Context: an optimization exercise on an open-source flow, tuned for small area and a short achievable clock period. The choices shown serve that exercise and are no tape-out recipe. RTL that was checked went through simulation tests only; none was proved equivalent to the original. Only the layout flow was run in runs 2 to 7; the RTL was not checked for function there. Power and IR drop assume default switching activity.

==> design.v <==
module fifo
	#(
		parameter DATA_WIDTH = 64,  
		parameter ADDR_WIDTH = 5
	)
	(
		input logic								clk,
		input logic								rst,
		input logic		[DATA_WIDTH-1:0] 		data_input,
		input logic								read_enable_input,
		input logic								write_enable_input,
		output logic	[DATA_WIDTH-1:0]		data_output,
		output logic							empty,
		output logic							full
	);
	parameter FIFO_SIZE  = (1 << ADDR_WIDTH);
	reg [DATA_WIDTH-1:0] fifo_mem [0:FIFO_SIZE-1]; 
	reg	[ADDR_WIDTH-1:0] head_ptr;	 
	reg	[ADDR_WIDTH-1:0] tail_ptr;	 
	reg [ADDR_WIDTH:0]   fifo_cnt;	 
	wire read_enable, write_enable;
	assign read_enable = read_enable_input && !empty;
	assign write_enable = write_enable_input && !full;
	assign full = (fifo_cnt == (FIFO_SIZE));
	assign empty = (fifo_cnt == 0);
	always @(posedge clk, posedge rst)
	begin
		if (rst) begin
			fifo_cnt <= 0;
		end	else if (read_enable && !write_enable) begin
			fifo_cnt <= fifo_cnt - 1;
		end else if (!read_enable && write_enable) begin
			fifo_cnt <= fifo_cnt + 1;
		end else if (read_enable && write_enable) begin
			fifo_cnt <= fifo_cnt;
		end else begin
			fifo_cnt <= fifo_cnt;
		end 
	end
	always @(posedge clk, posedge rst) 
	begin
		if (rst) begin
			head_ptr <= 0;
		end else if (read_enable && !empty) begin
			head_ptr <= head_ptr + 1;
		end else begin
			head_ptr <= head_ptr;
		end  
	end
	always @(posedge clk, posedge rst) 
	begin
		if (rst) begin
			tail_ptr <= 0;
		end else if (write_enable && !full) begin
			tail_ptr <= tail_ptr + 1;
		end else begin
			tail_ptr <= tail_ptr;
		end  
	end
	always @(posedge clk) 
	begin
		if (!full && write_enable) begin
			fifo_mem[tail_ptr] <= data_input;
		end else begin
			fifo_mem[tail_ptr] <= fifo_mem[tail_ptr];
		end 
	end	
	always @(posedge clk) 
	begin
		if (!empty && read_enable) begin
			data_output <= fifo_mem[head_ptr];
		end else begin
			data_output <= data_output;
		end 
	end
endmodule  
module top(
	input clk,
	input rst,
	input [64-1:0] data_input,
	input read_enable,
	input write_enable,
	output [64-1:0] data_output,
	output empty,
	output full
);
fifo #(
	.DATA_WIDTH(64),  
	.ADDR_WIDTH(3))
	fifo(	clk,
			rst,
			data_input,
			read_enable,
			write_enable,
			data_output,
			empty,
			full
			);
endmodule
==> run.sh <==
#!/bin/bash
# synth_recipe.tcl (not shown) runs the flow's synth.tcl, then flattens the netlist and writes it again
# the make line also repeats each setting of config.mk as NAME=value (left out here)
make -C /OpenROAD-flow-scripts/flow DESIGN_CONFIG=/design/flow/config.mk WORK_HOME=/design/flow/orfs CLKGATE_MAP_FILE= SYNTH_SCRIPT=/design/flow/synth_recipe.tcl finish
==> config.mk <==
export PLATFORM = sky130hd
export DESIGN_NAME = top
export DESIGN_NICKNAME = top
export VERILOG_FILES = /design/flow/design.v
export SDC_FILE = /design/flow/constraint.sdc
export NUM_CORES = 4
export LEC_CHECK = 0
export CAP_MARGIN = 20
export CORE_MARGIN = 2
export CORE_UTILIZATION = 40
export SLEW_MARGIN = 20
==> constraint.sdc <==
create_clock -name core_clock -period 3.1 [get_ports {clk}]
set_input_delay 0.6200 -clock core_clock [delete_from_list [all_inputs] [get_ports {clk}]]
set_output_delay 0.6200 -clock core_clock [all_outputs]
set_load 0.01 [all_outputs]
==> results_dict.tcl, run 1 <==
set metrics [dict create \
    outcome "finished clean" \
    drc_errors 0 \
    setup_tns_ps 0 \
    clk_latency_ps 600 \
    end_kind "primary output" \
    antenna_cells 0 \
    track_usage 0.148 \
    post_dp_cell_area_um2 24300 \
    timing.rr.start "fifo.fifo_cnt[0]$_DFFE_PP0P_" \
    yosys_warnings 1 \
    synth_area_per_cell_um2 25.0 \
    r2r_slack_ps 550 \
    start_util 0.404 \
    worst-setup-path-type "reg2out" \
    routed_via_density 5.18 \
    cp-start-kind "register" \
    synthCells 869 \
    synth.distinct_cells 33 \
    rsz0062_at_grt "no" \
    tightest_slew_ps 1030 \
    hpwl_mm 22.5 \
    rows 85 \
    grt_pass1_vias 10200 \
    power_mw 24.4 \
    crit_arrival_ps 2260 \
    ys_ff_latch 586 \
    cts-resized-gates 0 \
    finalMaxSlewViolations 0 \
    fin_nets 1124 \
    core_um2 53800 \
    maxCapViolations 0 \
    post-route-period-util 0.928 \
    antenna_found_initial 6 \
    p_leak_nw 8.24 \
    wl_per_cell_um 22.8 \
    netlist_top_cells_count "576 x edfxtp_1, 128 x mux4_2, 66 x mux2_2, 11 x buf_6, 11 x clkbuf_1" \
    die_x_um 237 \
    finalInstanceArea_um2 26100 \
    rr_endpoint "fifo.fifo_cnt[3]$_DFFE_PP0P_" \
    synth_top_cell_area_share 0.795 \
    wirelength_mm 40.8 \
    drive_above_1_share 0.291 \
    root_buffer "clkbuf_16" \
    vias 9278 \
    ant_nets 0 \
    die_y_um 237 \
    fin_cells 1792 \
    cts.clk_slew.worst_paths_ps 60 \
    synth_ff_type "edfxtp_1" \
    numCtsBuffers 57 \
    ir_drop_mv 0.480 \
    numPortBuffers 133 \
    synth_area_leader_cell "edfxtp_1" \
    clock_sinks 586 \
    cts_max_path_buffers 3 \
    hold_buffers 0 \
    relSlewSlack 0.316 \
    fmaxAchievable_mhz 348 \
    place_inst 1688 \
    grt_max_degree 66 \
    r2r_cells 6 \
    netlist_top_cells_area "edfxtp_1 79%, mux4_2 13%, mux2_2 3.4%" \
    yosysMostFrequentCell "edfxtp_1" \
    die_area_um2 56300 \
    num_io_pins 134 \
    dr.pass1.iters 5 \
    htree_levels 2 \
    synth-edff-count 576 \
    grt_pass1_wl_mm 62.4 \
    setup_viol 0 \
    drtIter0Drc 703 \
    cp_data_required_time_ps 2480 \
    syn_area_um2 21800 \
    skew_ps 20.2 \
    grt_overflow 0 \
    powerDensity_nw_per_um2 934 \
    cts_setup_buffers 0 \
    synth_nets 942 \
    hold_viol_final 0 \
    syn2layout_area_growth_pct 19.9 \
    hold_class "in2async" \
    place_congestion 0.694 \
    ys_async_sr_fraction 0.0171 \
    ys_seq_area_frac 0.806 \
    cts_tree "built" \
    path_max_fanout 8 \
    min_period_ps 2880 \
]
-- layout make-up --
cell class                 count  area, µm²
clock buffer                  69       1490
clock inverter                35        354
fill                        4276      27700
inverter                       5       21.3
multi-input combinational    240       4050
sequential                   586      17600
tap                          696        871
timing repair buffer         161       1750
-- kinds of logic (layout without fill, tap and decap cells) --
group	count (synthesis)	count (layout)	share of synthesized area
DFF	586	586	0.806
buffers and inverters	43	270	0.0118
muxes	195	195	0.167
AOI/OAI and AO/OA	7	7	0.00253
adders and majority gates	5	5	0.00287
and+or+nand+nor	26	26	0.00684
xor gates and xnor gates	7	7	0.00282
-- per-layer routing --
| metal | up-vias | global-route usage | wire [µm] |
|---|---|---|---|
| met2 | 207 | 0.252 | 20500 |
| met4 | 12 | 0.0354 | 718 |
| met3 | 65 | 0.0377 | 2080 |
| met5 | - | 0 | 75 |
| li1 | 4072 | - | - |
| met1 | 4922 | 0.190 | 17400 |
-- state kept, by name (all words and copies together) (netlist names) --
name and cells:
fifo.fifo_mem 512, fifo.data_output 64, fifo.fifo_cnt 4, fifo.head_ptr 3, fifo.tail_ptr 3
-- power by group --
part,internal (mW),switching [mW]
Sequential,10.5,0.585
Combinational,3.44,3.01
Clock,4.00,2.83
-- metrics by stage --
stage                     utilization  worst slack (ps)  hold WS [ps]
after detailed placement        0.451               345           631
after global placement          0.451               333           598
after global routing            0.485               137           344
after floorplan                     -              -873           460
final                           0.485               223           329
after CTS                       0.485               176           300
-- how the worst max path moves through the flow --
stage	startpoint	endpoint	slack (ps)	depth (start not counted)
floorplan	fifo.fifo_cnt[2]$_DFFE_PP0P_	fifo.fifo_mem[7][0]$_DFFE_PP_	-870	4
finish	fifo.fifo_cnt[0]$_DFFE_PP0P_	full	220	3
CTS	fifo.fifo_cnt[0]$_DFFE_PP0P_	full	180	3
global placement	read_enable	fifo.fifo_cnt[3]$_DFFE_PP0P_	330	8
global route	fifo.fifo_cnt[0]$_DFFE_PP0P_	full	140	3
detailed placement	read_enable	fifo.fifo_cnt[3]$_DFFE_PP0P_	340	8
-- layout by cell type (no fill, tap or decap), types with 2 or more instances in the layout --
master           instances
clkbuf_16               58
clkinv_1                11
mux2_2                  66
ha_1                     5
nand2b_1                 2
buf_12                  17
mux4_2                 128
nor3_4                   4
inv_1                    4
buf_4                   11
nand3_1                  2
nor2_4                   3
dfrtp_4                  3
clkinv_2                14
bufinv_16                7
o41ai_1                  2
dfrtp_1                  7
nand2_1                  5
clkdlybuf4s50_1        133
edfxtp_1               576
clkbuf_1                11
xnor2_1                  6
-- worst max-delay path, stage by stage (launching register included) --
cell	delay [ps]
dfrtp_1	470
or4b_4	600
inv_1	70
clkdlybuf4s50_1	530
==> run 2: changes to the inputs <==
==> design.v (replaced) <==
module fifo
	#(
		parameter DATA_WIDTH = 64,  
		parameter ADDR_WIDTH = 5
	)
	(
		input logic								clk,
		input logic								rst,
		input logic		[DATA_WIDTH-1:0] 		data_input,
		input logic								read_enable_input,
		input logic								write_enable_input,
		output logic	[DATA_WIDTH-1:0]		data_output,
		output logic							empty,
		output logic							full
	);
	localparam FIFO_SIZE = (1 << ADDR_WIDTH);
	reg [DATA_WIDTH-1:0] fifo_mem [0:FIFO_SIZE-1];
	reg [ADDR_WIDTH-1:0] head_ptr;	 
	reg [ADDR_WIDTH-1:0] tail_ptr;	 
	reg                  empty_r;
	reg                  full_r;
	wire read_enable  = read_enable_input  && !empty_r;
	wire write_enable = write_enable_input && !full_r;
	wire [ADDR_WIDTH-1:0] head_inc = head_ptr + 1'b1;
	wire [ADDR_WIDTH-1:0] tail_inc = tail_ptr + 1'b1;
	assign empty = empty_r;
	assign full  = full_r;
	always @(posedge clk, posedge rst) begin
		if (rst) begin
			head_ptr <= 0;
			tail_ptr <= 0;
			empty_r  <= 1'b1;
			full_r   <= 1'b0;
		end else begin
			if (read_enable)
				head_ptr <= head_inc;
			if (write_enable)
				tail_ptr <= tail_inc;
			if (read_enable && !write_enable) begin
				empty_r <= (head_inc == tail_ptr);
				full_r  <= 1'b0;
			end else if (write_enable && !read_enable) begin
				empty_r <= 1'b0;
				full_r  <= (tail_inc == head_ptr);
			end
		end
	end
	always @(posedge clk) begin
		if (write_enable)
			fifo_mem[tail_ptr] <= data_input;
	end
	always @(posedge clk) begin
		if (read_enable)
			data_output <= fifo_mem[head_ptr];
	end
endmodule  
module top(
	input clk,
	input rst,
	input [64-1:0] data_input,
	input read_enable,
	input write_enable,
	output [64-1:0] data_output,
	output empty,
	output full
);
fifo #(
	.DATA_WIDTH(64),  
	.ADDR_WIDTH(3))
	fifo(	clk,
			rst,
			data_input,
			read_enable,
			write_enable,
			data_output,
			empty,
			full
			);
endmodule
==> run 2 against run 1 <==
  * Still clean
  * Combinational power about the same
  * Critical path depth decreased by 2
  * Critical path type unchanged
  * Clock power decreased by 2%
  * Non-clock buffer count decreased by 1
  * Hold slack got worse by 44 ps
  * Utilization decreased by 0.24 points
==> results_dict.tcl, run 2 <==
set metrics [dict create \
    outcome "finished clean" \
    largest_reg_flops 512 \
    synth-edff-count 576 \
    vias 9138 \
    num_io_pins 134 \
    drive_above_1_share 0.293 \
    cts_tree "built" \
    syn2layout_area_growth_pct 19.7 \
    crit_arrival_ps 1700 \
    track_usage 0.148 \
    start_util 0.403 \
    place_congestion 0.689 \
    clk_latency_ps 610 \
    rows 85 \
    synth_top_cell_area_share 0.800 \
    ys_ff_latch 584 \
    regMostFlops "fifo.fifo_mem" \
    synth_nets 924 \
    tightest_slew_ps 556 \
    relSlewSlack 0.630 \
    drc_errors 0 \
    synth_area_per_cell_um2 25.3 \
    fmaxAchievable_mhz 430 \
    rsz0062_at_grt "no" \
    finalMaxSlewViolations 0 \
    rr_endpoint "fifo.data_output[34]$_DFFE_PP_" \
    cts_max_path_buffers 3 \
    numPortBuffers 133 \
    timing.critical_path.slowest_stage_cell "dfstp_2" \
    power_mw 24.3 \
    multi_input_area_um2 3940 \
    fin_nets 1105 \
    grt_overflow 0 \
    reg_top3 "fifo.fifo_mem (512), fifo.data_output (64)" \
    core_um2 53600 \
    netlist_top_cells_count "576 x edfxtp_1, 128 x mux4_2, 66 x mux2_2, 16 x buf_2, 11 x buf_6" \
    die_x_um 236 \
    critical_path.max_stage_delay_ps 570 \
    layout_common_cells "576 x edfxtp_1, 133 x clkdlybuf4s50_1, 128 x mux4_2, 66 x mux2_2, 56 x clkbuf_16" \
    powerDensity_nw_per_um2 938 \
    hold_class "in2async" \
    ir_drop_mv 0.445 \
    setup_tns_ps 0 \
    drtIter0Drc 597 \
    routed_via_density 5.13 \
    cts-resized-gates 0 \
    antenna_found_initial 5 \
    synth_area_leader_cell "edfxtp_1" \
    cts_setup_buffers 0 \
    hold_buffers 0 \
    setup_ws_ps 777 \
    path_cells "clkdlybuf4s50_1" \
    timing.rr.start "fifo.head_ptr[1]$_DFFE_PP0P_" \
    yosysMostFrequentCell "edfxtp_1" \
    hpwl_mm 22.8 \
    cts.clk_slew.worst_paths_ps 60 \
    r2r_cells 3 \
    end_kind "primary output" \
    grt_pass1_vias 9967 \
    post-route-period-util 0.749 \
    fillers 4315 \
    grt_pass1_wl_mm 61.8 \
    worst-setup-path-type "reg2out" \
    critical-path-top-delay-family "flip-flops" \
    synth.distinct_cells 20 \
    worst-path-buf-inv 1 \
    r2r_slack_ps 940 \
    final_common_cell "edfxtp_1" \
    cp-start-kind "register" \
    cp-startpoint "fifo.empty_r$_DFFE_PP1P_" \
    cp_data_required_time_ps 2480 \
    p_leak_nw 8.16 \
    yosys_warnings 1 \
    syn_area_um2 21600 \
    place_inst 1672 \
    wirelength_mm 40.7 \
    preCtsSetupSlack_ps 359 \
    maxCapViolations 0 \
    synthCells 853 \
    fin_util 0.483 \
    wl_per_cell_um 22.9 \
    die_area_um2 55900 \
    hold_viol_final 0 \
    numCtsBuffers 56 \
    setup_viol 0 \
    ant_nets 0 \
    clock_sinks 584 \
    fin_cells 1780 \
    regArea_um2 17500 \
    die_y_um 236 \
    root_buffer "clkbuf_16" \
    synth_ff_type "edfxtp_1" \
    grt_max_degree 65 \
    ys_seq_area_frac 0.810 \
    ys_async_sr_fraction 0.0137 \
    htree_levels 2 \
    skew_ps 22.2 \
    path_max_fanout 3 \
    netlist_top_cells_area "edfxtp_1 80%, mux4_2 13%, mux2_2 3.4%" \
    min_period_ps 2320 \
    dr.pass1.iters 4 \
]
-- run 2: cell families (layout without fill, tap and decap cells) --
group,count (synthesis),in the layout,share of synthesized area
AOI/OAI and AO/OA,2,2,0.000869
xor gates and xnor gates,10,10,0.00405
adders and majority gates,3,3,0.00174
buffers and inverters,39,268,0.0115
DFF,584,584,0.810
muxes,194,194,0.168
other,0,2,0
and+or+nand+nor,21,21,0.00434
-- run 2: cell type report --
cell class                      count  share of cell area
Timing Repair Buffer              160              0.0666
Clock inverter                     39              0.0143
Inverter                            2            0.000290
Clock buffer                       67              0.0558
Multi-Input combinational cell    230               0.152
Tap cell                          696              0.0337
Antenna cell                        2            0.000193
Sequential cell                   584               0.677
-- run 2: metrics by stage --
step                hold WS [ps]  instance area, µm²
CTS                          271               25900
detailed placement           501               24100
global route                 291               25900
global placement             497               24100
floorplan                    435               21700
finish                       285               25900
-- run 2: worst max-delay path by stage --
stage,endpoint,slack (ps),cells past startpoint
after detailed placement,fifo.fifo_mem[1][30]$_DFFE_PP_,360,5
after floorplan,fifo.fifo_mem[4][0]$_DFFE_PP_,-80,3
final,empty,780,1
after global routing,empty,730,1
after global placement,fifo.fifo_mem[1][30]$_DFFE_PP_,380,5
after CTS,empty,740,1
-- run 2: report_power, final --
| part | leakage [nW] | internal [mW] | total (mW) | switching [mW] |
|---|---|---|---|---|
| Combinational | 1.90 | 3.49 | 6.47 | 2.98 |
| Sequential | 5.36 | 10.5 | 11.1 | 0.633 |
| Clock | 0.893 | 3.83 | 6.70 | 2.87 |
| Total | 8.16 | 17.8 | 24.3 | 6.47 |
-- run 2: metal layers --
layer  vias up  wire [µm]  share of wire  track usage
met3        57       1600          0.039       0.0290
met5         -         37        0.00091            0
li1       4002          -              -            -
met4         6        790          0.019       0.0466
met2       177      21200           0.52        0.255
met1      4896      17100           0.42        0.190
==> run 3: changes to the inputs <==
--- a/config.mk
+++ b/config.mk
@@ -8,4 +8,5 @@
 export CAP_MARGIN = 20
 export CORE_MARGIN = 2
 export CORE_UTILIZATION = 40
+export SETUP_SLACK_MARGIN = 1.0
 export SLEW_MARGIN = 20
==> run 3 against run 2 <==
  * First-iteration DRC count up 7.7%
  * Flip-flop and latch count is the same
  * Wire length rose by 3.1%
  * Sequential power is essentially flat
  * Synthesized cell count unchanged
  * Critical path depth did not move
  * Utilization up 0.19 points
  * Combinational power fell by 1%
  * Clock power rose by 2%
  * Maximum frequency increased by 15%
  * Cell count grew 0.28%
  * Setup slack improved by 290 ps
  * Largest power group unchanged
==> results_dict.tcl, run 3 <==
set metrics [dict create \
    synth_ff_type "edfxtp_1" \
    ys_seq_area_frac 0.810 \
    timing.critical_path.slowest_stage_cell "dfstp_2" \
    layout_common_cells "576 x edfxtp_1, 128 x mux4_2, 67 x clkdlybuf4s50_1, 65 x mux2_2, 62 x dlygate4sd2_1" \
    vias 9154 \
    numPortBuffers 133 \
    critical_path.max_stage_delay_ps 570 \
    synth_area_leader_cell "edfxtp_1" \
    p_leak_nw 8.35 \
    grt_pass1_vias 9934 \
    ys_ff_latch 584 \
    regMostFlops "fifo.fifo_mem" \
    core_um2 53600 \
    rsz0062_at_grt "no" \
    largest_reg_flops 512 \
    final_common_cell "edfxtp_1" \
    tightest_slew_ps 549 \
    place_congestion 0.679 \
    die_y_um 236 \
    crit_arrival_ps 1410 \
    fmaxAchievable_mhz 493 \
    synth_compound_area_frac 0.000868 \
    reg_top3 "fifo.fifo_mem (512), fifo.data_output (64)" \
    antenna_found_initial 5 \
    clk_latency_ps 600 \
    r2r_cells 3 \
    die_area_um2 55900 \
    start_util 0.403 \
    hold_viol_final 0 \
    finalMaxSlewViolations 0 \
    worst-path-buf-inv 1 \
    htree_levels 2 \
    fin_nets 1110 \
    end_kind "primary output" \
    synth_nets 924 \
    powerDensity_nw_per_um2 935 \
    skew_ps 17.2 \
    setup_tns_ps 0 \
    outcome "finished clean" \
    drtIter0Drc 643 \
    fillers 4376 \
    cp-start-kind "register" \
    relSlewSlack 0.634 \
    num_io_pins 134 \
    ys_async_sr_fraction 0.0137 \
    dr.pass1.iters 5 \
    syn_area_um2 21600 \
    r2r_slack_ps 1100 \
    ir_drop_mv 0.480 \
    worst-path-stages 1 \
    path_cells "clkdlybuf4s15_1" \
    synth.distinct_cells 20 \
    post-route-period-util 0.654 \
    synth-xor-area-share 0.00405 \
    die_x_um 236 \
    netlist_top_cells_area "edfxtp_1 80%, mux4_2 13%, mux2_2 3.4%" \
    drive_above_1_share 0.297 \
    grt_max_degree 65 \
    wl_per_cell_um 23.5 \
    synthCells 853 \
    syn2layout_area_growth_pct 20.2 \
    hold_class "in2async" \
    hpwl_mm 22.7 \
    netlist_top_cells_count "576 x edfxtp_1, 128 x mux4_2, 66 x mux2_2, 16 x buf_2, 11 x buf_6" \
    cp_data_required_time_ps 2480 \
    wirelength_mm 42.0 \
    clock_sinks 584 \
    synth_area_per_cell_um2 25.3 \
    grt_pass1_wl_mm 63.4 \
    track_usage 0.153 \
    cts_max_path_buffers 3 \
    drc_errors 0 \
    routed_via_density 5.13 \
    cts_tree "built" \
    hold_slack_ps 418 \
    ant_nets 0 \
    numCtsBuffers 56 \
    muxShareOfSynthArea 0.168 \
    grt_overflow 0 \
    yosysMostFrequentCell "edfxtp_1" \
    worst-setup-path-type "reg2out" \
    setup_viol 0 \
    synth-simple-area-share 0.00434 \
    synth_top_family_by_area "multiplexers" \
    yosys_warnings 1 \
    path_max_fanout 3 \
    cts.clk_slew.worst_paths_ps 60 \
    rows 85 \
    root_buffer "clkbuf_16" \
    timing.rr.start "fifo.head_ptr[1]$_DFFE_PP0P_" \
    synth-edff-count 576 \
    min_period_ps 2030 \
    rr_endpoint "fifo.data_output[31]$_DFFE_PP_" \
    critical-path-top-delay-family "flip-flops" \
    synth_top_cell_area_share 0.800 \
    synth_fa_ha_area_frac 0.00174 \
    maxCapViolations 0 \
]
## run 3: through the flow
stage / power, mW / area [µm²] / utilization / worst slack [ps] / std cells
global placement: 18.0 / 24100 / 0.450 / 527 / 1671
detailed placement: 18.0 / 24100 / 0.450 / 511 / 1671
CTS: 24.7 / 25900 / 0.484 / 994 / 1781
floorplan: 15.4 / 21700 / - / 94.7 / 853
global route: 25.4 / 26000 / 0.484 / 1020 / 1784
finish: 24.3 / 26000 / 0.485 / 1070 / 1785
## run 3: logic make-up after synthesis
family                     count (synthesis)
xor gates and xnor gates                  10
AOI/OAI and AO/OA                          2
muxes                                    194
and+or+nand+nor                           21
buffers and inverters                     39
DFF                                      584
adders and majority gates                  3
## run 3: layer usage
metal / part of all wire / vias to the layer above / global-route usage
met5: 0.00076 / - / 0
met2: 0.50 / 182 / 0.253
met4: 0.020 / 4 / 0.0435
li1: - / 4016 / -
met1: 0.43 / 4891 / 0.206
met3: 0.052 / 61 / 0.0317
## run 3: cell type report
class	instances	area [µm²]	area share
Sequential cell	584	17500	0.674
Multi-Input combinational cell	230	3990	0.153
Inverter	2	7.51	0.000289
Tap cell	696	871	0.0335
Clock inverter	36	357	0.0137
Antenna cell	3	7.51	0.000289
Clock buffer	69	1490	0.0575
Timing Repair Buffer	165	1740	0.0671
## run 3: repair_timing
item,CTS,global route
hold buffers,0,0
gates resized for setup,63,4
setup buffers,5,1
endpoints found under the setup margin,120,9
## run 3: worst max-delay path by stage
stage                                            start                             end  slack [ps]
after floorplan                           write_enable   fifo.fifo_mem[1][0]$_DFFE_PP_          90
after global placement                    write_enable  fifo.fifo_mem[0][17]$_DFFE_PP_         530
after detailed placement                  write_enable  fifo.fifo_mem[0][17]$_DFFE_PP_         510
final                         fifo.empty_r$_DFFE_PP1P_                           empty        1070
after global routing      fifo.head_ptr[1]$_DFFE_PP0P_  fifo.data_output[31]$_DFFE_PP_        1020
after CTS                     fifo.empty_r$_DFFE_PP1P_                           empty         990
## run 3: power by group
part | switching, mW | internal (mW)
combinational | 3.07 | 3.33
clock | 2.83 | 4.00
sequential | 0.595 | 10.5
total | 6.49 | 17.8
==> run 4: changes to the inputs <==
--- a/design.v
+++ b/design.v
@@ -49,9 +49,15 @@
 		if (write_enable)
 			fifo_mem[tail_ptr] <= data_input;
 	end
+	reg [DATA_WIDTH-1:0] read_word;
+	integer i;
+	always @(*) begin
+		read_word = {DATA_WIDTH{!read_enable}} & data_output;
+		for (i = 0; i < FIFO_SIZE; i = i + 1)
+			read_word = read_word | ({DATA_WIDTH{read_enable && head_ptr == i}} & fifo_mem[i]);
+	end
 	always @(posedge clk) begin
-		if (read_enable)
-			data_output <= fifo_mem[head_ptr];
+		data_output <= read_word;
 	end
 endmodule  
 module top(
--- a/config.mk
+++ b/config.mk
@@ -8,5 +8,4 @@
 export CAP_MARGIN = 20
 export CORE_MARGIN = 2
 export CORE_UTILIZATION = 40
-export SETUP_SLACK_MARGIN = 1.0
 export SLEW_MARGIN = 20
==> run 4 against run 3 <==
  * Maximum frequency decreased by 16%
  * Synthesized cell count increased by 33%
  * First-iteration DRC count increased by 63%
  * Global-route usage increased by 1.5 points
  * Largest cell class unchanged
  * Final area decreased by 1.9%
  * Cell count increased by 13%
  * Sequential power decreased by 4%
  * Die area decreased by 1.7%
  * Register-to-register slack got worse by 420 ps
  * Hold slack got worse by 140 ps
==> results_dict.tcl, run 4 <==
set metrics [dict create \
    outcome "finished clean" \
    skew_ps 27.1 \
    cp-startpoint "fifo.head_ptr[0]$_DFFE_PP0N_" \
    cts_max_path_buffers 3 \
    finalMaxSlewViolations 0 \
    wl_per_cell_um 22.9 \
    synth_fa_ha_area_frac 0.00472 \
    synth_compound_area_frac 0.0987 \
    synth-simple-area-share 0.0212 \
    regMostFlops "fifo.fifo_mem" \
    synth_area_leader_cell "edfxtp_1" \
    clk_latency_ps 620 \
    routed_via_density 5.49 \
    synth_top_cell_area_share 0.724 \
    numPortBuffers 133 \
    synth.distinct_cells 35 \
    antenna_cells 0 \
    grt_pass1_vias 11400 \
    cp_data_required_time_ps 3600 \
    min_period_ps 2420 \
    syn2layout_area_growth_pct 20.0 \
    synthCells 1133 \
    timing.rr.start "fifo.head_ptr[0]$_DFFE_PP0N_" \
    hold_class "in2async" \
    fmaxAchievable_mhz 413 \
    regArea_um2 16900 \
    synth_top_family_by_area "compound AO/OA/AOI/OAI gates" \
    drtIter0Drc 1045 \
    multi_input_area_um2 4070 \
    num_io_pins 134 \
    powerDensity_nw_per_um2 934 \
    netlist_top_cells_count "512 x edfxtp_1, 71 x nand2_1, 64 x dfxtp_1, 49 x a221o_1" \
    vias 11000 \
    cp-start-kind "register" \
    yosysMostFrequentCell "edfxtp_1" \
    syn_area_um2 21200 \
    wirelength_mm 46.0 \
    drive_above_1_share 0.144 \
    muxShareOfSynthArea 0.0578 \
    rsz0062_at_grt "no" \
    synth_ff_type "edfxtp_1" \
    ir_drop_mv 0.459 \
    cts.clk_slew.worst_paths_ps 60 \
    fillers 4320 \
    r2r_cells 6 \
    synth_nets 1209 \
    reg_top3 "fifo.fifo_mem (512), fifo.data_output (64)" \
    end_kind "register" \
    setup_viol 0 \
    antenna_found_initial 1 \
    fin_nets 1353 \
    grt_pass1_wl_mm 69.3 \
    p_leak_nw 8.33 \
    root_buffer "clkbuf_16" \
    hold_buffers 0 \
    cts_setup_buffers 0 \
    place_congestion 0.745 \
    cts_tree "built" \
    numCtsBuffers 57 \
    cts-resized-gates 0 \
    synth-xor-area-share 0.00371 \
    ys_async_sr_fraction 0.0137 \
    largest_reg_flops 512 \
    start_util 0.404 \
    die_y_um 234 \
    drc_errors 0 \
    final_common_cell "edfxtp_1" \
    ys_seq_area_frac 0.794 \
    path_max_fanout 48 \
    layout_common_cells "512 x edfxtp_1, 133 x clkdlybuf4s50_1, 71 x nand2_1, 64 x dfxtp_1, 58 x clkbuf_16" \
    netlist_top_cells_area "edfxtp_1 72%, dfxtp_1 6.0%, mux2_4 3.3%" \
    dr.pass1.iters 5 \
    die_x_um 234 \
    crit_arrival_ps 2920 \
    tightest_slew_ps 947 \
    yosys_warnings 1 \
    grt_max_degree 100 \
    die_area_um2 54900 \
    hold_slack_ps 280 \
    grt_overflow 0 \
    htree_levels 2 \
    rows 84 \
    post-route-period-util 0.781 \
    core_um2 52600 \
    maxCapViolations 0 \
    relSlewSlack 0.369 \
    track_usage 0.168 \
    power_mw 23.8 \
    ant_nets 0 \
    synth_area_per_cell_um2 18.7 \
    worst-setup-path-type "reg2reg" \
    clock_sinks 584 \
    hpwl_mm 25.7 \
    ys_ff_latch 584 \
    synth-edff-count 512 \
    hold_viol_final 0 \
]
==> run 4: cell count changes after synthesis, moves of 19 or more <==
cell | previous run | this run
a221o_1 | 0 | 49
a222oi_1 | 0 | 48
a22oi_1 | 0 | 46
clkbuf_1 | 7 | 47
dfxtp_1 | 0 | 64
edfxtp_1 | 576 | 512
mux2_2 | 66 | 5
mux2_4 | 0 | 46
mux2i_1 | 0 | 48
mux4_2 | 128 | 0
nand2_1 | 6 | 71
o21ai_0 | 0 | 19
o221ai_1 | 0 | 48
==> run 4: worst max-delay path: stages (launching register included) <==
cell,delay (ps)
dfrtp_1,440
ha_1,310
ha_4,390
buf_4,340
a222oi_1,370
o221ai_1,150
a221o_1,280
==> run 4: where the power goes <==
part / internal [mW] / switching, mW
sequential: 10.1 / 0.603
clock: 4.02 / 2.85
combinational: 2.83 / 3.43
==> run 4: metal layers <==
| metal | vias to the layer above | track usage | share of wire |
|---|---|---|---|
| met2 | 328 | 0.277 | 0.49 |
| met1 | 5655 | 0.229 | 0.44 |
| li1 | 5004 | - | - |
| met3 | 53 | 0.0294 | 0.058 |
| met4 | 2 | 0.0470 | 0.016 |
| met5 | - | 0 | 0.00028 |
==> run 4: per-stage QoR <==
step | setup WS [ps] | TNS [ps] | utilization | instances | instance area, µm²
final | 680 | 0 | 0.485 | 2013 | 25500
after global routing | 578 | 0 | 0.485 | 2013 | 25500
after CTS | 644 | 0 | 0.484 | 2012 | 25400
after detailed placement | 444 | 0 | 0.448 | 1905 | 23500
after global placement | 489 | 0 | 0.448 | 1905 | 23500
after floorplan | -84.7 | -31010 | - | 1133 | 21300
==> run 4: area by class of cell <==
type,count,area share
Sequential cell,584,0.662
Multi-Input combinational cell,464,0.160
Timing Repair Buffer,164,0.0691
Clock buffer,83,0.0646
Tap cell,688,0.0338
Clock inverter,24,0.00987
Inverter,6,0.000884
==> run 4: cells by family (layout without fill, tap and decap cells) <==
family / count (synthesis) / in the layout
flops: 584 / 584
fa+ha+maj: 8 / 8
xor+xnor: 9 / 9
simple gates: 106 / 106
mux: 99 / 99
compound gates: 242 / 242
buf+inv: 85 / 277
==> run 4: worst paths after layout <==
path / slack, ps / endpoint
setup reg to reg: 680 / fifo.data_output[60]$_DFF_P_
hold reg to reg: 460 / fifo.data_output[55]$_DFF_P_
min in group core_clock: 460 / fifo.data_output[55]$_DFF_P_
max in group asynchronous: 2520 / fifo.empty_r$_DFFE_PP1P_
hold / removal: 280 / fifo.head_ptr[0]$_DFFE_PP0N_
setup / recovery: 680 / fifo.data_output[60]$_DFF_P_
==> run 5: changes to the inputs <==
--- a/design.v
+++ b/design.v
@@ -14,7 +14,6 @@
 		output logic							full
 	);
 	localparam FIFO_SIZE = (1 << ADDR_WIDTH);
-	reg [DATA_WIDTH-1:0] fifo_mem [0:FIFO_SIZE-1];
 	reg [ADDR_WIDTH-1:0] head_ptr;	 
 	reg [ADDR_WIDTH-1:0] tail_ptr;	 
 	reg                  empty_r;
@@ -45,21 +44,79 @@
 			end
 		end
 	end
-	always @(posedge clk) begin
-		if (write_enable)
-			fifo_mem[tail_ptr] <= data_input;
-	end
-	reg [DATA_WIDTH-1:0] read_word;
-	integer i;
-	always @(*) begin
-		read_word = {DATA_WIDTH{!read_enable}} & data_output;
-		for (i = 0; i < FIFO_SIZE; i = i + 1)
-			read_word = read_word | ({DATA_WIDTH{read_enable && head_ptr == i}} & fifo_mem[i]);
-	end
-	always @(posedge clk) begin
-		data_output <= read_word;
-	end
+	wire [FIFO_SIZE-1:0] wsel, wsel_n, rsel;
+	wire                 rhold = !read_enable;
+	genvar i;
+	generate
+		for (i = 0; i < FIFO_SIZE; i = i + 1) begin : dec
+			assign wsel[i]   = write_enable && (tail_ptr == i);
+			assign wsel_n[i] = !wsel[i];
+			assign rsel[i]   = read_enable && (head_ptr == i);
+		end
+	endgenerate
+	wire [DATA_WIDTH-1:0] mem_q [0:FIFO_SIZE-1];
+	generate
+		for (i = 0; i < FIFO_SIZE; i = i + 1) begin : entry
+			reg  [DATA_WIDTH-1:0] word;
+			wire [DATA_WIDTH-1:0] word_d;
+			fifo_ao22 #(.W(DATA_WIDTH)) hold_mux (
+				.a(data_input), .sa(wsel[i]),
+				.b(word),       .sb(wsel_n[i]),
+				.y(word_d));
+			always @(posedge clk)
+				word <= word_d;
+			assign mem_q[i] = word;
+		end
+	endgenerate
+	wire [DATA_WIDTH-1:0] rd_n0, rd_n1, rd_n2, rd_word;
+	fifo_aoi222 #(.W(DATA_WIDTH)) rd_g0 (
+		.a(mem_q[0]), .sa(rsel[0]),
+		.b(mem_q[1]), .sb(rsel[1]),
+		.c(mem_q[2]), .sc(rsel[2]),
+		.y(rd_n0));
+	fifo_aoi222 #(.W(DATA_WIDTH)) rd_g1 (
+		.a(mem_q[3]), .sa(rsel[3]),
+		.b(mem_q[4]), .sb(rsel[4]),
+		.c(mem_q[5]), .sc(rsel[5]),
+		.y(rd_n1));
+	fifo_aoi222 #(.W(DATA_WIDTH)) rd_g2 (
+		.a(mem_q[6]),    .sa(rsel[6]),
+		.b(mem_q[7]),    .sb(rsel[7]),
+		.c(data_output), .sc(rhold),
+		.y(rd_n2));
+	fifo_nand3 #(.W(DATA_WIDTH)) rd_g3 (
+		.a(rd_n0), .b(rd_n1), .c(rd_n2), .y(rd_word));
+	always @(posedge clk)
+		data_output <= rd_word;
 endmodule  
+module fifo_ao22 #(parameter W = 1) (
+	input  [W-1:0] a,
+	input          sa,
+	input  [W-1:0] b,
+	input          sb,
+	output [W-1:0] y
+);
+	assign y = ({W{sa}} & a) | ({W{sb}} & b);
+endmodule
+module fifo_aoi222 #(parameter W = 1) (
+	input  [W-1:0] a,
+	input          sa,
+	input  [W-1:0] b,
+	input          sb,
+	input  [W-1:0] c,
+	input          sc,
+	output [W-1:0] y
+);
+	assign y = ~(({W{sa}} & a) | ({W{sb}} & b) | ({W{sc}} & c));
+endmodule
+module fifo_nand3 #(parameter W = 1) (
+	input  [W-1:0] a,
+	input  [W-1:0] b,
+	input  [W-1:0] c,
+	output [W-1:0] y
+);
+	assign y = ~(a & b & c);
+endmodule
 module top(
 	input clk,
 	input rst,
--- a/config.mk
+++ b/config.mk
@@ -9,3 +9,5 @@
 export CORE_MARGIN = 2
 export CORE_UTILIZATION = 40
 export SLEW_MARGIN = 20
+export SYNTH_HIERARCHICAL = 1
+export SYNTH_MINIMUM_KEEP_SIZE = 0
==> run 5 against run 4 <==
  * Still clean on timing, DRC and antenna
  * Via count increased by 40%
  * Global-route usage increased by 6.3 points
  * First-iteration DRC count increased by 110%
  * Wire length increased by 40%
  * Total power increased by 19%
  * Synthesized cell count increased by 41%
  * Setup slack got worse by 24 ps
  * Register-to-register slack got worse by 20 ps
  * Cell count increased by 19%
  * Maximum frequency decreased by 0.98%
  * Critical path type unchanged
==> results_dict.tcl, run 5 <==
set metrics [dict create \
    netlist_top_cells_count "576 x dfxtp_1, 512 x a22o_1, 192 x a222oi_1, 156 x buf_6, 67 x nand3_1" \
    path_max_fanout 36 \
    cp_data_required_time_ps 3560 \
    start_util 0.405 \
    cts_setup_buffers 0 \
    critical_path.max_stage_delay_ps 590 \
    wirelength_mm 64.2 \
    htree_levels 2 \
    synth_ff_type "dfxtp_1" \
    fin_nets 1748 \
    fin_cells 2393 \
    clk_latency_ps 620 \
    num_io_pins 134 \
    drive_above_1_share 0.0976 \
    hpwl_mm 35.0 \
    setup_viol 0 \
    fillers 4589 \
    ant_nets 0 \
    synth_area_per_cell_um2 13.0 \
    core_um2 51300 \
    place_inst 2287 \
    fmaxAchievable_mhz 409 \
    timing.critical_path.slowest_stage_cell "dfstp_2" \
    syn2layout_area_growth_pct 13.9 \
    grt_pass1_vias 15400 \
    hold_buffers 0 \
    min_period_ps 2440 \
    maxCapViolations 0 \
    layout_common_cells "576 x dfxtp_1, 512 x a22o_1, 192 x a222oi_1, 133 x clkdlybuf4s50_1, 64 x nand3_1" \
    crit_arrival_ps 2910 \
    largest_reg_flops 512 \
    antenna_found_initial 4 \
    powerDensity_nw_per_um2 1190 \
    synth.distinct_cells 22 \
    die_y_um 232 \
    place_congestion 0.773 \
    netlist_top_cells_area "dfxtp_1 55%, a22o_1 22%, a222oi_1 9.2%" \
    ys_seq_area_frac 0.564 \
    yosys_warnings 7 \
    final_common_cell "dfxtp_1" \
    critical-path-top-delay-family "simple AND/OR/NAND/NOR gates" \
    wl_per_cell_um 26.8 \
    cts-resized-gates 0 \
    yosysMostFrequentCell "dfxtp_1" \
    path_cells "nand2b_4, inv_1, and3_2, buf_12, a222oi_1, nand3_1" \
    syn_area_um2 20800 \
    drc_errors 0 \
    cp-start-kind "register" \
    synth_nets 1678 \
    vias 15500 \
    ys_async_sr_fraction 0.0137 \
    rsz0062_at_grt "no" \
    numPortBuffers 133 \
    grt_pass1_wl_mm 96.5 \
    cts_max_path_buffers 3 \
    synth_area_leader_cell "dfxtp_1" \
    rows 83 \
    cts.clk_slew.worst_paths_ps 60 \
    end_kind "register" \
    track_usage 0.230 \
    finalMaxSlewViolations 0 \
    die_area_um2 53800 \
    dr.pass1.iters 8 \
    synthCells 1597 \
    drtIter0Drc 2186 \
    synth-edff-count 0 \
    worst-path-buf-inv 2 \
    ys_ff_latch 584 \
    routed_via_density 6.46 \
    outcome "finished clean" \
    root_buffer "clkbuf_16" \
    hold_class "in2async" \
    worst-setup-path-type "reg2reg" \
    setup_tns_ps 0 \
    die_x_um 232 \
    finalInstanceArea_um2 23700 \
    regMostFlops "fifo.entry.word" \
    tightest_slew_ps 1090 \
    p_leak_nw 10.0 \
    grt_max_degree 67 \
    clock_sinks 584 \
    hold_viol_final 0 \
    grt_overflow 0 \
    relSlewSlack 0.275 \
    synth_top_cell_area_share 0.555 \
    ir_drop_mv 0.500 \
    cts_tree "built" \
    skew_ps 21.4 \
    numCtsBuffers 58 \
    post-route-period-util 0.788 \
    post_dp_cell_area_um2 21800 \
    reg_top3 "fifo.entry.word (512), fifo.data_output (64)" \
]
-- run 5: cell types whose count changed after synthesis, sizes merged, moves of 46 or more --
cell and change:
buf +145, nand2 -65, mux2i -48, o221ai -48, dfxtp +512, a222oi +144
a22o +511, mux2 -51, nand3 +51, a22oi -46, clkbuf -47, edfxtp -512
a221o -49
-- run 5: kinds of logic (layout without fill, tap and decap cells) --
kind of cell | after synthesis | in the layout | synth area share
AO/OA/AOI/OAI | 710 | 710 | 0.310
AND/OR/NAND/NOR | 89 | 89 | 0.0223
flip-flops | 584 | 584 | 0.564
adder cells (fa/ha/maj) | 13 | 13 | 0.00782
XOR/XNOR | 7 | 7 | 0.00295
buffers and inverters | 194 | 308 | 0.0926
other | 0 | 2 | 0
-- run 5: layer usage --
| metal | track usage | vias to the layer above | share of wire |
|---|---|---|---|
| li1 | - | 6712 | - |
| met1 | 0.316 | 7849 | 0.44 |
| met2 | 0.364 | 805 | 0.45 |
| met3 | 0.0476 | 100 | 0.089 |
| met4 | 0.0725 | 4 | 0.021 |
| met5 | 0 | - | 0.00045 |
-- run 5: path summary, 6_finish.rpt --
path                                                     start  slack [ps]  depth (start not counted)                              to
worst max-delay path                  fifo.empty_r$_DFFE_PP1P_         660                          6    fifo.data_output[40]$_DFF_P_
worst max register to register        fifo.empty_r$_DFFE_PP1P_         660                          6    fifo.data_output[40]$_DFF_P_
max in group asynchronous                                  rst        2560                          2        fifo.empty_r$_DFFE_PP1P_
worst min-delay path                                       rst         250                          2    fifo.tail_ptr[0]$_DFFE_PP0P_
worst min register to register  fifo.entry[2].word[11]$_DFF_P_         470                          1  fifo.entry[2].word[11]$_DFF_P_
min in group core_clock         fifo.entry[2].word[11]$_DFF_P_         470                          1  fifo.entry[2].word[11]$_DFF_P_
-- run 5: layout make-up --
| class | instances | area, µm² | area share |
|---|---|---|---|
| antenna | 2 | 5.00 | 0.000211 |
| clock buffer | 91 | 1760 | 0.0743 |
| clock inverter | 13 | 125 | 0.00528 |
| inverter | 17 | 63.8 | 0.00269 |
| multi-input combinational | 819 | 7160 | 0.302 |
| sequential | 584 | 11700 | 0.495 |
| tap | 680 | 851 | 0.0359 |
| timing repair buffer | 187 | 1990 | 0.0839 |
-- run 5: worst register-to-register path, stage by stage (launching register included) --
cell	delay, ps
dfstp_2	590
nand2b_4	170
inv_1	160
and3_2	420
buf_12	250
a222oi_1	550
nand3_1	130
-- run 5: power by group --
group	internal, mW	leakage [nW]	total, mW	switching [mW]
combinational	4.15	4.19	8.00	3.85
sequential	11.2	4.92	13.4	2.13
clock	4.04	0.915	6.94	2.90
total	19.4	10.0	28.3	8.88
-- run 5: through the flow --
| step | power, mW | setup slack (ps) | hold WS (ps) | utilization |
|---|---|---|---|---|
| floorplan | 18.7 | 1290 | 435 | - |
| global placement | 21.0 | 287 | 451 | 0.425 |
| detailed placement | 21.3 | 287 | 452 | 0.425 |
| CTS | 28.3 | 693 | 241 | 0.462 |
| global route | 29.6 | 574 | 275 | 0.462 |
| finish | 28.3 | 656 | 250 | 0.462 |
==> run 6: changes to the inputs <==
--- a/config.mk
+++ b/config.mk
@@ -8,6 +8,7 @@
 export CAP_MARGIN = 20
 export CORE_MARGIN = 2
 export CORE_UTILIZATION = 40
+export SETUP_SLACK_MARGIN = 1.2
 export SLEW_MARGIN = 20
 export SYNTH_HIERARCHICAL = 1
 export SYNTH_MINIMUM_KEEP_SIZE = 0
==> run 6 against run 5 <==
  * Critical path depth did not move
  * Synthesized cell count did not move
  * Utilization is 0.90 points higher
  * Global-route usage is 0.45 points higher
  * Flip-flop and latch count did not move
  * Total power grew 0.71%
  * Sequential share of layout area is 0.86 points lower
  * Clock power hardly changed
  * Maximum frequency is 9.5% higher
  * Final area up 1.9%
==> results_dict.tcl, run 6 <==
set metrics [dict create \
    synth_ff_type "dfxtp_1" \
    switching_share 0.317 \
    yosysMostFrequentCell "dfxtp_1" \
    relSlewSlack 0.280 \
    routed_via_density 6.50 \
    fmaxAchievable_mhz 448 \
    fin_nets 1768 \
    drive_above_1_share 0.132 \
    ys_seq_area_frac 0.564 \
    grt_pass1_vias 15500 \
    cp-start-kind "register" \
    p_leak_nw 10.3 \
    core_um2 51300 \
    path_max_fanout 7 \
    skew_ps 23.3 \
    end_kind "register" \
    wl_per_cell_um 27.4 \
    synth_area_per_cell_um2 13.0 \
    pwr-share-clk 0.244 \
    numPortBuffers 133 \
    grt_pass1_wl_mm 97.9 \
    final_common_cell "dfxtp_1" \
    hold_slack_ps 252 \
    syn_area_um2 20800 \
    cts_tree "built" \
    cts.clk_slew.worst_paths_ps 60 \
    ant_nets 0 \
    yosys_warnings 7 \
    p_int_mw 19.5 \
    p_comb_frac 0.287 \
    netlist_top_cells_area "dfxtp_1 55%, a22o_1 22%, a222oi_1 9.2%" \
    crit_arrival_ps 2690 \
    synthCells 1597 \
    r2r_slack_ps 870 \
    die_y_um 232 \
    outcome "finished clean" \
    hpwl_mm 35.0 \
    synth.distinct_cells 22 \
    die_x_um 232 \
    hold_buffers 0 \
    min_period_ps 2230 \
    synth_area_leader_cell "dfxtp_1" \
    place_congestion 0.773 \
    maxCapViolations 0 \
    die_area_um2 53800 \
    grt_overflow 0 \
    cp_data_required_time_ps 3560 \
    hold_class "in2async" \
    antenna_found_initial 4 \
    root_buffer "clkbuf_16" \
    setup_viol 0 \
    post-route-period-util 0.720 \
    regMostFlops "fifo.entry.word" \
    synth_nets 1678 \
    hold_viol_final 0 \
    drc_errors 0 \
    dr.pass1.iters 9 \
    drtIter0Drc 2345 \
    synth-edff-count 0 \
    ir_drop_mv 0.512 \
    synth_top_cell_area_share 0.555 \
    rows 83 \
    rsz0062_at_grt "yes" \
    htree_levels 2 \
    ys_async_sr_fraction 0.0137 \
    grt_max_degree 67 \
    power_frac_seq 0.469 \
    numCtsBuffers 58 \
    netlist_top_cells_count "576 x dfxtp_1, 512 x a22o_1, 192 x a222oi_1, 156 x buf_6, 67 x nand3_1" \
    cts_max_path_buffers 3 \
    finalMaxSlewViolations 0 \
    start_util 0.405 \
    p_sw_mw 9.02 \
    vias 15700 \
    syn2layout_area_growth_pct 16.2 \
    reg_top3 "fifo.entry.word (512), fifo.data_output (64)" \
    largest_reg_flops 512 \
    clk_latency_ps 620 \
    clock_sinks 584 \
    setup_tns_ps 0 \
    num_io_pins 134 \
    powerDensity_nw_per_um2 1180 \
    wirelength_mm 66.2 \
    tightest_slew_ps 1080 \
    worst-setup-path-type "reg2reg" \
    track_usage 0.235 \
    layout_common_cells "561 x dfxtp_1, 512 x a22o_1, 192 x a222oi_1, 67 x clkdlybuf4s50_1, 65 x clkbuf_16" \
    ys_ff_latch 584 \
]
==> run 6: cell counts after synthesis <==
No cell type changed its count.
==> run 6: cell families after synthesis <==
logic type | share of synthesized area
AOI/OAI and AO/OA | 0.310
xor gates and xnor gates | 0.00295
adders and majority gates | 0.00782
buffers and inverters | 0.0926
DFF | 0.564
and+or+nand+nor | 0.0223
==> run 6: what timing repair did <==
item,in CTS,in global routing
buffers inserted,10,3
resized for setup,182,26
pin swaps,63,53
gates cloned,3,4
setup endpoints to repair,272,168
==> run 6: layout make-up <==
type                            count  area, µm²
Fill cell                        4565      27200
Clock inverter                     13        125
Timing Repair Buffer              207       2370
Multi-Input combinational cell    819       7200
Tap cell                          680        851
Sequential cell                   584      11800
Antenna cell                        3       7.51
Inverter                           17       75.1
Clock buffer                       91       1760
==> run 6: power by group through the flow <==
stage	registers (mW)	logic (mW)	clock network, mW
after CTS	13.3	8.02	7.04
after global placement	13.3	7.70	0
after floorplan	12.9	5.81	0
final	13.4	8.17	6.94
after global routing	13.7	8.76	7.33
after detailed placement	13.3	7.91	0
==> run 6: worst paths after layout <==
path,start,endpoint,depth (start not counted)
worst max-delay path,fifo.empty_r$_DFFE_PP1P_,fifo.data_output[37]$_DFF_P_,6
worst min-delay path,rst,fifo.tail_ptr[0]$_DFFE_PP0P_,2
worst max register to register,fifo.empty_r$_DFFE_PP1P_,fifo.data_output[37]$_DFF_P_,6
worst min register to register,fifo.entry[0].word[58]$_DFF_P_,fifo.entry[0].word[58]$_DFF_P_,1
max in group asynchronous,rst,fifo.empty_r$_DFFE_PP1P_,2
min in group core_clock,fifo.entry[0].word[58]$_DFF_P_,fifo.entry[0].word[58]$_DFF_P_,1
==> run 6: worst max-delay path, stage by stage, from the launching register on <==
cell	delay (ps)
dfstp_2	590
nand2b_4	180
clkinvlp_4	170
and3_4	240
buf_4	150
a222oi_1	600
nand3_1	130
==> run 6: per-layer routing <==
metal  track usage  up-vias  part of all wire
met3        0.0516      111             0.094
li1              -     6760                 -
met5             0        -           0.00023
met4        0.0795        2             0.023
met1         0.321     7966              0.43
met2         0.367      847              0.45
==> run 6: stage by stage <==
step                area [µm²]  total power [mW]  worst slack [ps]  cells  utilization
floorplan                20800              18.7              1290   1597            -
global placement         21800              21.0               287   2287        0.425
detailed placement       21800              21.3               287   2287        0.425
CTS                      24000              28.4               919   2404        0.468
global route             24100              29.8               831   2412        0.471
finish                   24100              28.5               869   2414        0.471
==> run 7: changes to the inputs <==
--- a/config.mk
+++ b/config.mk
@@ -8,7 +8,7 @@
 export CAP_MARGIN = 20
 export CORE_MARGIN = 2
 export CORE_UTILIZATION = 40
-export SETUP_SLACK_MARGIN = 1.2
+export CTS_BUF_LIST = sky130_fd_sc_hd__clkbuf_4 sky130_fd_sc_hd__clkbuf_8
 export SLEW_MARGIN = 20
 export SYNTH_HIERARCHICAL = 1
 export SYNTH_MINIMUM_KEEP_SIZE = 0
==> run 7 against run 6 <==
  * Still clean on timing, DRC and antenna
  * Critical path depth decreased by 5
  * Via count decreased by 0.29%
  * Non-clock buffer count decreased by 20
  * Sequential share of layout area increased by 0.73 points
  * Combinational power decreased by 2%
  * Hold slack got worse by 46 ps
  * Cell count increased by 1.6%
  * Sequential power about the same
  * Flip-flop and latch count unchanged
  * Register-to-register slack got worse by 130 ps
  * First-iteration DRC count decreased by 6.1%
  * Synthesized cell count unchanged
  * Largest cell class unchanged
  * Largest power group unchanged
  * Highest routed layer unchanged
==> results_dict.tcl, run 7 <==
set metrics [dict create \
    synth_area_per_cell_um2 13.0 \
    htree_levels 3 \
    numPortBuffers 133 \
    place_inst 2287 \
    layout_common_cells "576 x dfxtp_1, 512 x a22o_1, 192 x a222oi_1, 133 x clkdlybuf4s50_1, 117 x clkbuf_8" \
    post-route-period-util 0.789 \
    critical_path.max_stage_delay_ps 600 \
    antenna_found_initial 4 \
    fillers 4647 \
    setup_viol 0 \
    setup_tns_ps 0 \
    place_congestion 0.773 \
    die_area_um2 53800 \
    ant_nets 0 \
    maxCapViolations 0 \
    synthCells 1597 \
    outcome "finished clean" \
    setup_ws_ps 655 \
    hpwl_mm 35.0 \
    hold_buffers 0 \
    numCtsBuffers 92 \
    clock_sinks 584 \
    yosys_warnings 7 \
    netlist_top_cells_count "576 x dfxtp_1, 512 x a22o_1, 192 x a222oi_1, 156 x buf_6, 67 x nand3_1" \
    fmaxAchievable_mhz 409 \
    cts_tree "built" \
    num_io_pins 134 \
    wl_per_cell_um 26.4 \
    ys_seq_area_frac 0.564 \
    skew_ps 17.3 \
    ir_drop_mv 0.441 \
    regMostFlops "fifo.entry.word" \
    critical-path-top-delay-family "flip-flops" \
    p_leak_nw 10.1 \
    wirelength_mm 64.7 \
    grt_pass1_vias 15700 \
    path_cells "clkdlybuf4s50_1" \
    crit_arrival_ps 1830 \
    syn_area_um2 20800 \
    path_max_fanout 3 \
    powerDensity_nw_per_um2 1190 \
    synth.distinct_cells 22 \
    grt_pass1_wl_mm 97.4 \
    min_period_ps 2450 \
    final_common_cell "dfxtp_1" \
    cts-resized-gates 0 \
    rsz0062_at_grt "no" \
    timing.critical_path.slowest_stage_cell "dfstp_2" \
    relSlewSlack 0.261 \
    netlist_top_cells_area "dfxtp_1 55%, a22o_1 22%, a222oi_1 9.2%" \
    rows 83 \
    worst-path-buf-inv 1 \
    hold_class "in2async" \
    drive_above_1_share 0.138 \
    grt_overflow 0 \
    core_um2 51300 \
    vias 15600 \
    die_y_um 232 \
    cts_setup_buffers 0 \
    worst-setup-path-type "reg2out" \
    synth_ff_type "dfxtp_1" \
    drtIter0Drc 2202 \
    fin_nets 1782 \
    syn2layout_area_growth_pct 14.3 \
    fin_cells 2452 \
    ys_async_sr_fraction 0.0137 \
    root_buffer "clkbuf_8" \
    synth-edff-count 0 \
    clk_latency_ps 670 \
    finalMaxSlewViolations 0 \
    synth_nets 1678 \
    largest_reg_flops 512 \
    synth_area_leader_cell "dfxtp_1" \
    cts_max_path_buffers 3 \
    reg_top3 "fifo.entry.word (512), fifo.data_output (64)" \
    cp_data_required_time_ps 2480 \
    yosysMostFrequentCell "dfxtp_1" \
    cts.clk_slew.worst_paths_ps 60 \
    routed_via_density 6.38 \
    cp-startpoint "fifo.empty_r$_DFFE_PP1P_" \
    synth_top_cell_area_share 0.555 \
    die_x_um 232 \
    dr.pass1.iters 9 \
    ys_ff_latch 584 \
    hold_viol_final 0 \
    end_kind "primary output" \
    drc_errors 0 \
    cp-start-kind "register" \
    preCtsSetupSlack_ps 287 \
    grt_max_degree 67 \
    start_util 0.405 \
    tightest_slew_ps 1110 \
    timing.rr.start "fifo.empty_r$_DFFE_PP1P_" \
    track_usage 0.233 \
]
==> run 7: changes by cell type in the layout (fill, tap and decap cells not counted), moves of 7 or more <==
| cell | before | now |
|---|---|---|
| buf_12 | 29 | 20 |
| buf_6 | 7 | 0 |
| clkbuf_1 | 18 | 0 |
| clkbuf_16 | 65 | 0 |
| clkbuf_4 | 0 | 26 |
| clkbuf_8 | 12 | 117 |
| clkdlybuf4s15_1 | 22 | 0 |
| clkdlybuf4s15_2 | 16 | 0 |
| clkdlybuf4s50_1 | 67 | 133 |
| dfxtp_1 | 561 | 576 |
| dfxtp_2 | 15 | 0 |
| dlygate4sd2_1 | 21 | 0 |
==> run 7: area by class of cell <==
class | instances | area (µm²) | area share
timing repair buffer | 187 | 1990 | 0.0837
antenna | 2 | 5.00 | 0.000211
inverter | 17 | 63.8 | 0.00269
multi-input combinational | 819 | 7160 | 0.302
clock inverter | 20 | 144 | 0.00606
sequential | 584 | 11700 | 0.494
clock buffer | 143 | 1810 | 0.0760
tap | 680 | 851 | 0.0358
==> run 7: metal layers <==
| layer | global-route usage | vias to the layer above | wire, µm |
|---|---|---|---|
| li1 | - | 6802 | - |
| met1 | 0.315 | 7895 | 27900 |
| met2 | 0.366 | 847 | 29200 |
| met3 | 0.0548 | 93 | 6370 |
| met4 | 0.0781 | 4 | 1170 |
| met5 | 0 | - | 27 |
==> run 7: power breakdown <==
group / internal, mW / total, mW / switching (mW) / leakage (nW)
combinational: 4.15 / 8.01 / 3.85 / 4.19
clock: 3.79 / 6.80 / 3.01 / 1.03
sequential: 11.2 / 13.4 / 2.13 / 4.92
==> run 7: worst paths after layout <==
path / endpoint / slack [ps] / depth (start not counted)
worst max register to register: fifo.data_output[9]$_DFF_P_ / 740 / 6
worst min-delay path: fifo.tail_ptr[0]$_DFFE_PP0P_ / 210 / 2
worst max-delay path: empty / 650 / 1
worst min register to register: fifo.entry[5].word[57]$_DFF_P_ / 470 / 1
min in group core_clock: fifo.entry[5].word[57]$_DFF_P_ / 470 / 1
max in group asynchronous: fifo.empty_r$_DFFE_PP1P_ / 2600 / 2
==> run 7: through the flow <==
stage / utilization / hold WS, ps / cell area, µm² / power, mW
2_1_floorplan: - / 435 / 20800 / 18.7
3_3_place_gp: 0.425 / 451 / 21800 / 21.0
3_5_place_dp: 0.425 / 452 / 21800 / 21.3
4_1_cts: 0.463 / 175 / 23700 / 28.1
5_1_grt: 0.463 / 214 / 23700 / 29.6
6_report: 0.463 / 206 / 23800 / 28.2
==> run 7: cell families after synthesis <==
group           count (synthesis)  share of synthesized area
fa+ha+maj                      13                    0.00782
compound gates                710                      0.310
xor+xnor                        7                    0.00295
flops                         584                      0.564
buf+inv                       194                     0.0926
simple gates                   89                     0.0223
==> run 8: changes to the inputs <==
--- a/design.v
+++ b/design.v
@@ -16,19 +16,19 @@
 	localparam FIFO_SIZE = (1 << ADDR_WIDTH);
 	reg [ADDR_WIDTH-1:0] head_ptr;	 
 	reg [ADDR_WIDTH-1:0] tail_ptr;	 
-	reg                  empty_r;
+	reg                  not_empty_r;	 
 	reg                  full_r;
-	wire read_enable  = read_enable_input  && !empty_r;
+	wire read_enable  = read_enable_input  && not_empty_r;
 	wire write_enable = write_enable_input && !full_r;
 	wire [ADDR_WIDTH-1:0] head_inc = head_ptr + 1'b1;
 	wire [ADDR_WIDTH-1:0] tail_inc = tail_ptr + 1'b1;
-	assign empty = empty_r;
+	assign empty = !not_empty_r;
 	assign full  = full_r;
 	always @(posedge clk, posedge rst) begin
 		if (rst) begin
 			head_ptr <= 0;
 			tail_ptr <= 0;
-			empty_r  <= 1'b1;
+			not_empty_r <= 1'b0;
 			full_r   <= 1'b0;
 		end else begin
 			if (read_enable)
@@ -36,10 +36,10 @@
 			if (write_enable)
 				tail_ptr <= tail_inc;
 			if (read_enable && !write_enable) begin
-				empty_r <= (head_inc == tail_ptr);
+				not_empty_r <= (head_inc != tail_ptr);
 				full_r  <= 1'b0;
 			end else if (write_enable && !read_enable) begin
-				empty_r <= 1'b0;
+				not_empty_r <= 1'b1;
 				full_r  <= (tail_inc == head_ptr);
 			end
 		end
==> flow/run.sh (new file) <==
#!/bin/bash
# The standard layout, with the ports buffered by small plain buffers
# (buffer_ports would otherwise pick a slow delay cell); repair may upsize them.
set -euo pipefail
export BUFFER_PORTS_ARGS="-buffer_cell sky130_fd_sc_hd__buf_1"
bash standard.sh > standard.log 2>&1
==> standard.sh (new file) <==
#!/bin/bash
# synth_recipe.tcl (not shown) runs the flow's synth.tcl, then flattens the netlist and writes it again
# the make line also repeats each setting of config.mk as NAME=value (left out here)
make -C /OpenROAD-flow-scripts/flow DESIGN_CONFIG=/design/flow/config.mk WORK_HOME=/design/flow/orfs CLKGATE_MAP_FILE= SYNTH_SCRIPT=/design/flow/synth_recipe.tcl "${@:-finish}"
--- a/config.mk
+++ b/config.mk
@@ -8,7 +8,9 @@
 export CAP_MARGIN = 20
 export CORE_MARGIN = 2
 export CORE_UTILIZATION = 40
-export CTS_BUF_LIST = sky130_fd_sc_hd__clkbuf_4 sky130_fd_sc_hd__clkbuf_8
+export CTS_CLUSTER_DIAMETER = 120
+export CTS_CLUSTER_SIZE = 30
+export SETUP_SLACK_MARGIN = 1.2
 export SLEW_MARGIN = 20
 export SYNTH_HIERARCHICAL = 1
 export SYNTH_MINIMUM_KEEP_SIZE = 0
removed: run.sh
==> run 8 against run 7 <==
  * Total power is 8.5% lower
  * Global-route usage increased by 1.4 points
  * Count of clock-buffer cells in the layout down 117
  * Die area barely moved
  * Via count grew 1.6%
==> results_dict.tcl, run 8 <==
set metrics [dict create \
    outcome "finished clean" \
    critical_path.max_stage_delay_ps 440 \
    final_common_cell "dfxtp_1" \
    setup_viol 0 \
    end_kind "register" \
    path_cells "buf_6, inv_6, ha_4, and3_4, buf_16, buf_12, buf_4, a222oi_1, nand3_1" \
    ys_async_sr_fraction 0.0137 \
    regMostFlops "fifo.entry.word" \
    hold_class "in2reg" \
    vias 15900 \
    post_dp_cell_area_um2 20800 \
    cp-startpoint "fifo.head_ptr[0]$_DFFE_PP0P_" \
    rr_endpoint "fifo.data_output[17]$_DFF_P_" \
    fin_util 0.440 \
    routed_via_density 6.74 \
    synth_nets 1677 \
    hold_viol_final 0 \
    antenna_found_initial 4 \
    place_congestion 0.767 \
    cp_data_required_time_ps 3540 \
    worst-path-buf-inv 5 \
    track_usage 0.248 \
    syn2layout_area_growth_pct 8.64 \
    min_period_ps 2010 \
    synth_ff_type "dfxtp_1" \
    synth-edff-count 0 \
    p_leak_nw 9.44 \
    hp-start "write_enable" \
    fin_nets 1754 \
    yosys_warnings 7 \
    relSlewSlack 0.287 \
    reg_top3 "fifo.entry.word (512), fifo.data_output (64)" \
    r2r_slack_ps 1090 \
    layout_common_cells "575 x dfxtp_1, 512 x a22o_1, 192 x a222oi_1, 129 x buf_1, 64 x nand3_1" \
    timing.critical_path.slowest_stage_cell "dfrtp_2" \
    fmaxAchievable_mhz 497 \
    root_buffer "clkbuf_16" \
    timing.rr.start "fifo.head_ptr[0]$_DFFE_PP0P_" \
    drc_errors 0 \
    grt_overflow 0 \
    numCtsBuffers 23 \
    drive_above_1_share 0.100 \
    skew_ps 35.2 \
    rows 83 \
    num_io_pins 134 \
    crit_arrival_ps 2450 \
    ant_nets 0 \
    ys_ff_latch 584 \
    syn_area_um2 20800 \
    clk_latency_ps 600 \
    hpwl_mm 33.3 \
    synth_area_leader_cell "dfxtp_1" \
    cts_tree "built" \
    yosysMostFrequentCell "dfxtp_1" \
    numPortBuffers 133 \
    ir_drop_mv 0.473 \
    fillers 4649 \
    critical-path-top-delay-family "buffers and inverters" \
    cts.clk_slew.worst_paths_ps 120 \
    finalMaxSlewViolations 0 \
    hold_depth 3 \
    grt_pass1_vias 15600 \
    fin_cells 2358 \
    cts_max_path_buffers 3 \
    die_y_um 232 \
    netlist_top_cells_count "576 x dfxtp_1, 512 x a22o_1, 192 x a222oi_1, 155 x buf_6, 67 x nand3_1" \
    path_max_fanout 4 \
    die_area_um2 53800 \
    finalInstanceArea_um2 22600 \
    min_to "fifo.tail_ptr[0]$_DFFE_PP0P_" \
    synthCells 1596 \
    htree_levels 1 \
    wl_per_cell_um 30.4 \
    setup_tns_ps 0 \
    power_mw 25.8 \
    ys_seq_area_frac 0.564 \
    worst-setup-path-type "reg2reg" \
    synth_area_per_cell_um2 13.0 \
    place_inst 2268 \
    core_um2 51300 \
    powerDensity_nw_per_um2 1140 \
    maxCapViolations 0 \
    synth_top_cell_area_share 0.555 \
    post-route-period-util 0.649 \
    largest_reg_flops 512 \
    cp-start-kind "register" \
    r2r_cells 9 \
    grt_max_degree 67 \
    wirelength_mm 71.7 \
    clock_sinks 584 \
    tightest_slew_ps 1070 \
    die_x_um 232 \
    dr.pass1.iters 9 \
    drtIter0Drc 2577 \
    start_util 0.405 \
    synth.distinct_cells 24 \
    rsz0062_at_grt "yes" \
    netlist_top_cells_area "dfxtp_1 55%, a22o_1 22%, a222oi_1 9.2%" \
    grt_pass1_wl_mm 102 \
]
## run 8: cells by family after synthesis
| group | after synthesis | synth area share |
|---|---|---|
| simple gates | 88 | 0.0225 |
| fa+ha+maj | 13 | 0.00783 |
| compound gates | 710 | 0.310 |
| buf+inv | 194 | 0.0923 |
| flops | 584 | 0.564 |
| xor+xnor | 7 | 0.00295 |
## run 8: worst max-delay path by stage
stage	end	slack [ps]	depth (start not counted)
CTS	fifo.data_output[23]$_DFF_P_	1150	9
global placement	fifo.data_output[33]$_DFF_P_	640	7
detailed placement	fifo.data_output[42]$_DFF_P_	530	7
finish	fifo.data_output[17]$_DFF_P_	1090	9
global route	fifo.data_output[24]$_DFF_P_	1030	9
floorplan	fifo.data_output[10]$_DFF_P_	1380	7
## run 8: worst reg2reg max path, cell delays in order, from the launching register on
cell and delay, ps:
dfrtp_2 440, buf_6 130, inv_6 40, ha_4 150, and3_4 200, buf_16 160, buf_12 130, buf_4 130
a222oi_1 350, nand3_1 130
## run 8: cell type report
cell class	count	area [µm²]	share of cell area
diodes	1	2.50	0.000111
clock buffers	26	597	0.0264
clock inverters	3	26.3	0.00116
inverters	18	97.6	0.00432
multi-input cells	830	7400	0.328
flip-flops and latches	584	11700	0.520
well taps	680	851	0.0377
repair buffers	215	1860	0.0822
repair inverters	1	8.76	0.000388
## run 8: report_power, final
part	total (mW)	internal (mW)	switching, mW
Clock	3.77	1.40	2.37
Sequential	13.3	11.2	2.08
Combinational	8.71	4.26	4.45
## run 8: through the flow
stage | setup WS [ps] | hold WS, ps
detailed placement | 533 | 452
CTS | 1150 | 425
finish | 1090 | 378
floorplan | 1380 | 436
global route | 1030 | 388
global placement | 636 | 451
## run 8: per-layer routing
metal / global-route usage / vias up / wire length [µm]
met3: 0.0449 / 143 / 7730
met2: 0.387 / 1007 / 32200
met4: 0.0805 / 4 / 2140
met1: 0.345 / 8006 / 29600
met5: 0 / - / 16
li1: - / 6725 / -
## run 8: timing repair
action                                  in CTS  in global routing
pin swaps                                   45                 52
hold buffers                                 1                  0
buffers inserted                            21                  8
resized for setup                           65                 38
endpoints found under the setup margin     421                337
endpoints found under the hold margin        8                  0
gates cloned                                17                 13

port drivers added, routing unchanged:
How much do the figures lean on ideal ports? The routed layouts below were timed once more, with nothing changed but the port constraints. Step 1 sets driving cells, clkbuf_16 on the clock port and buf_2 on the other inputs (assumed; they add their load-dependent delay and slew). Step 2 also shifts input and output timing later by t, the mid clock arrival at the registers, as if the neighbouring blocks saw the same clock. a / b / c = no drivers / after step 1 / after step 2; a / b = the first two.
| run | shift t [ns] | setup slack, ns | hold WS [ns] | latest minus earliest clock arrival (ns) | slew at the worst register clock pin (ns) |
|---|---|---|---|---|---|
| run 1 | 0.648 | 0.223 / 0.167 / 0.314 | 0.329 / 0.294 / 0.645 | 0.020 / 0.020 | 0.07 / 0.07 |
| run 2 | 0.655 | 0.777 / 0.721 / 0.414 | 0.285 / 0.252 / 0.506 | 0.027 / 0.027 | 0.07 / 0.07 |
| run 3 | 0.647 | 1.071 / 1.018 / 0.517 | 0.418 / 0.388 / 0.523 | 0.019 / 0.019 | 0.07 / 0.07 |
| run 4 | 0.663 | 0.680 / 0.680 / 0.443 | 0.280 / 0.267 / 0.462 | 0.027 / 0.027 | 0.06 / 0.06 |
| run 5 | 0.671 | 0.656 / 0.647 / 0.234 | 0.250 / 0.246 / 0.469 | 0.022 / 0.021 | 0.07 / 0.07 |
| run 6 | 0.671 | 0.869 / 0.869 / 0.437 | 0.252 / 0.247 / 0.468 | 0.025 / 0.024 | 0.07 / 0.07 |
| run 7 | 0.719 | 0.655 / 0.602 / 0.293 | 0.206 / 0.213 / 0.469 | 0.023 / 0.024 | 0.07 / 0.07 |
| run 8 | 0.644 | 1.087 / 1.087 / 0.666 | 0.378 / 0.336 / 0.480 | 0.041 / 0.040 | 0.12 / 0.12 |
After both steps every run listed still meets setup and hold. The setup slack of run 3, which loses most, moves by -0.053 ns with the drivers and by -0.554 ns with both steps.
